What follows belongs to an exercise in optimizing a design on an open flow for small area; a production flow would make more cautious choices.

// audio_generator_12b_unsigned
module audio_generator_12b_unsigned (Clock, nStart, Select, Out);
	input Clock, nStart;
	input [11:0] Select;
	output reg [11:0] Out;
	reg run;
	always @(posedge Clock, negedge nStart)
		if (!nStart) run <= 1'b0;
		else run <= 1'b1;
	reg [7:0] e;
	wire [7:0] e_next;
	always @(posedge Clock) e <= e_next;
	wire [11:0] cy;
	phase_carry pc (e, cy);
	reg [11:0] d0;	 
	reg h0, u0;	 
	reg [5:0] j0;	 
	wire [11:0] d0_next;
	wire h0_next, u0_next;
	wire [5:0] j0_next;
	always @(posedge Clock) begin
		d0 <= d0_next;
		h0 <= h0_next;
		u0 <= u0_next;
		j0 <= j0_next;
	end
	wire [11:0] op0;
	wire cr0;
	tone_term t0 (Select[0], h0, u0, j0, op0, cr0);
	reg [11:0] d1;	 
	reg h1, u1;	 
	reg [5:0] j1;	 
	wire [11:0] d1_next;
	wire h1_next, u1_next;
	wire [5:0] j1_next;
	always @(posedge Clock) begin
		d1 <= d1_next;
		h1 <= h1_next;
		u1 <= u1_next;
		j1 <= j1_next;
	end
	wire [11:0] op1;
	wire cr1;
	tone_term t1 (Select[1], h1, u1, j1, op1, cr1);
	reg [11:0] d2;	 
	reg h2, u2;	 
	reg [5:0] j2;	 
	wire [11:0] d2_next;
	wire h2_next, u2_next;
	wire [5:0] j2_next;
	always @(posedge Clock) begin
		d2 <= d2_next;
		h2 <= h2_next;
		u2 <= u2_next;
		j2 <= j2_next;
	end
	wire [11:0] op2;
	wire cr2;
	tone_term t2 (Select[2], h2, u2, j2, op2, cr2);
	reg [11:0] d3;	 
	reg h3, u3;	 
	reg [5:0] j3;	 
	wire [11:0] d3_next;
	wire h3_next, u3_next;
	wire [5:0] j3_next;
	always @(posedge Clock) begin
		d3 <= d3_next;
		h3 <= h3_next;
		u3 <= u3_next;
		j3 <= j3_next;
	end
	wire [11:0] op3;
	wire cr3;
	tone_term t3 (Select[3], h3, u3, j3, op3, cr3);
	reg [11:0] d4;	 
	reg h4, u4;	 
	reg [5:0] j4;	 
	wire [11:0] d4_next;
	wire h4_next, u4_next;
	wire [5:0] j4_next;
	always @(posedge Clock) begin
		d4 <= d4_next;
		h4 <= h4_next;
		u4 <= u4_next;
		j4 <= j4_next;
	end
	wire [11:0] op4;
	wire cr4;
	tone_term t4 (Select[4], h4, u4, j4, op4, cr4);
	reg [11:0] d5;	 
	reg h5, u5;	 
	reg [5:0] j5;	 
	wire [11:0] d5_next;
	wire h5_next, u5_next;
	wire [5:0] j5_next;
	always @(posedge Clock) begin
		d5 <= d5_next;
		h5 <= h5_next;
		u5 <= u5_next;
		j5 <= j5_next;
	end
	wire [11:0] op5;
	wire cr5;
	tone_term t5 (Select[5], h5, u5, j5, op5, cr5);
	reg [11:0] d6;	 
	reg h6, u6;	 
	reg [5:0] j6;	 
	wire [11:0] d6_next;
	wire h6_next, u6_next;
	wire [5:0] j6_next;
  ...
Size: about 3300 cells after synthesis, ~260 flip-flops.
clock: 20.0 ns
lec_check: 0
abc_area: 1
cap_margin: 10
core_margin: 2
core_utilization: 40
slew_margin: 10
standard.sh (not shown) runs the stock make flow with config.mk's settings and CLKGATE_MAP_FILE= SYNTH_SCRIPT=/design/flow/synth_recipe.tcl, a recipe that flattens the netlist after the stock synthesis.
==> flow/flow/run.sh <==
#!/bin/bash
# Own layout flow: the standard ORFS flow (standard.sh) with these changes.
# Synthesis (a copy of ORFS's synth.tcl, edited below):
#  - the mixer's full adders, module mix_fa in the RTL, are kept as a
#    hierarchy level and each instance becomes one sky130 fa_1 cell
#    (mix_fa has the fa_1 port names and function); Yosys's extract_fa is
#    not run;
#  - ABC maps the rest with the area-oriented script flow/abc_area.script.
#  Registers, flattening and renaming are as in the standard synthesis.
# Layout: the make variable assignments in flow/extra_args.txt (one per
# line) are passed to the standard flow (CTS and port buffer arguments).
# Each tool's output goes to orfs/logs as in the standard flow; make's
# output goes to flow_make.log here.
set -euo pipefail
W=$(pwd)
F=$W/flow
sed -e 's|^\(hierarchy -check -top \$::env(DESIGN_NAME)\)$|\1\nsetattr -mod -set keep_hierarchy 1 mix_fa|' \
    -e 's|^\( *\)extract_fa {\*}\[dont_use_extract_fa_args\]|\1chtype -map mix_fa sky130_fd_sc_hd__fa_1\n\1delete mix_fa|' \
    -e "s|^\( *\)log_cmd abc {\*}\$abc_args|\1log_cmd abc {*}[lreplace \$abc_args 1 1 $F/abc_area.script]|" \
    "$FLOW_HOME/scripts/synth.tcl" > "$W/synth_area.tcl"
grep -q "keep_hierarchy 1 mix_fa" "$W/synth_area.tcl"
grep -q "chtype -map mix_fa sky130_fd_sc_hd__fa_1" "$W/synth_area.tcl"
grep -q "abc_area.script" "$W/synth_area.tcl"
sed -e "s|source \$::env(SCRIPTS_DIR)/synth.tcl|source $W/synth_area.tcl|" "$W/synth_recipe.tcl" > "$W/synth_recipe_area.tcl"
grep -q "synth_area.tcl" "$W/synth_recipe_area.tcl"
sed -e "s|SYNTH_SCRIPT=[^ ]*|SYNTH_SCRIPT=$W/synth_recipe_area.tcl|" "$W/standard.sh" > "$W/standard_area.sh"
grep -q "synth_recipe_area.tcl" "$W/standard_area.sh"
ARGS=()
if [[ -f "$F/extra_args.txt" ]]; then
  while IFS= read -r line; do
    [[ -z "$line" || "$line" == \#* ]] && continue
    ARGS+=("$line")
  done < "$F/extra_args.txt"
fi
bash "$W/standard_area.sh" "${ARGS[@]}" finish > "$W/flow_make.log" 2>&1
==> flow/flow/abc_area.script <==
strash; dch; amap -m -C 2000 -F 3 -A 8; topo
==> flow/flow/extra_args.txt <==
CTS_ARGS=-sink_clustering_enable -repair_clock_nets -dont_use_dummy_load -buf_list sky130_fd_sc_hd__clkbuf_4 -sink_clustering_size 10 -sink_clustering_max_diameter 35
BUFFER_PORTS_ARGS=-buffer_cell sky130_fd_sc_hd__buf_1
Next try:
Settings changed: CORE_UTILIZATION 40 to 60.
What happened: Clock skew decreases by 0.023 ns. Wire length is about the same. Die area decreases by 33%. Maximum frequency drops by 0.78%. Global-route usage climbs by 13 points.
Function was not checked in any run of this note: the RTL went through the layout flow alone.

## afterwards: timing with drivers on the ports
In the flow no input, the clock included, has a driving cell. The finished layouts below were timed again as built, in two steps.
Step 1 (the two cells are an assumption about what drives the block):
set clk [get_ports {Clock}]
set_driving_cell -lib_cell sky130_fd_sc_hd__clkbuf_16 $clk
set_driving_cell -lib_cell sky130_fd_sc_hd__buf_2 [delete_from_list [all_inputs] $clk]
Step 2, shift: input delay + t, output delay - t, t = (earliest + latest rising clock arrival at the registers) / 2. This alone moves slack from input paths to output paths.
Slacks: ideal / step 1 / step 2; pairs: ideal / step 1.
run | t, ns | slack for setup (ns) | worst setup path after step 2
the first run | 0.851 | 7.226 / 7.255 / 6.405 | input to register
the second run | 0.831 | 7.125 / 7.156 / 6.326 | input to register
After both steps setup and hold are still met in every run listed. The setup slack of the first run, which loses most, moves by +0.029 ns with the drivers and by -0.821 ns with both steps.
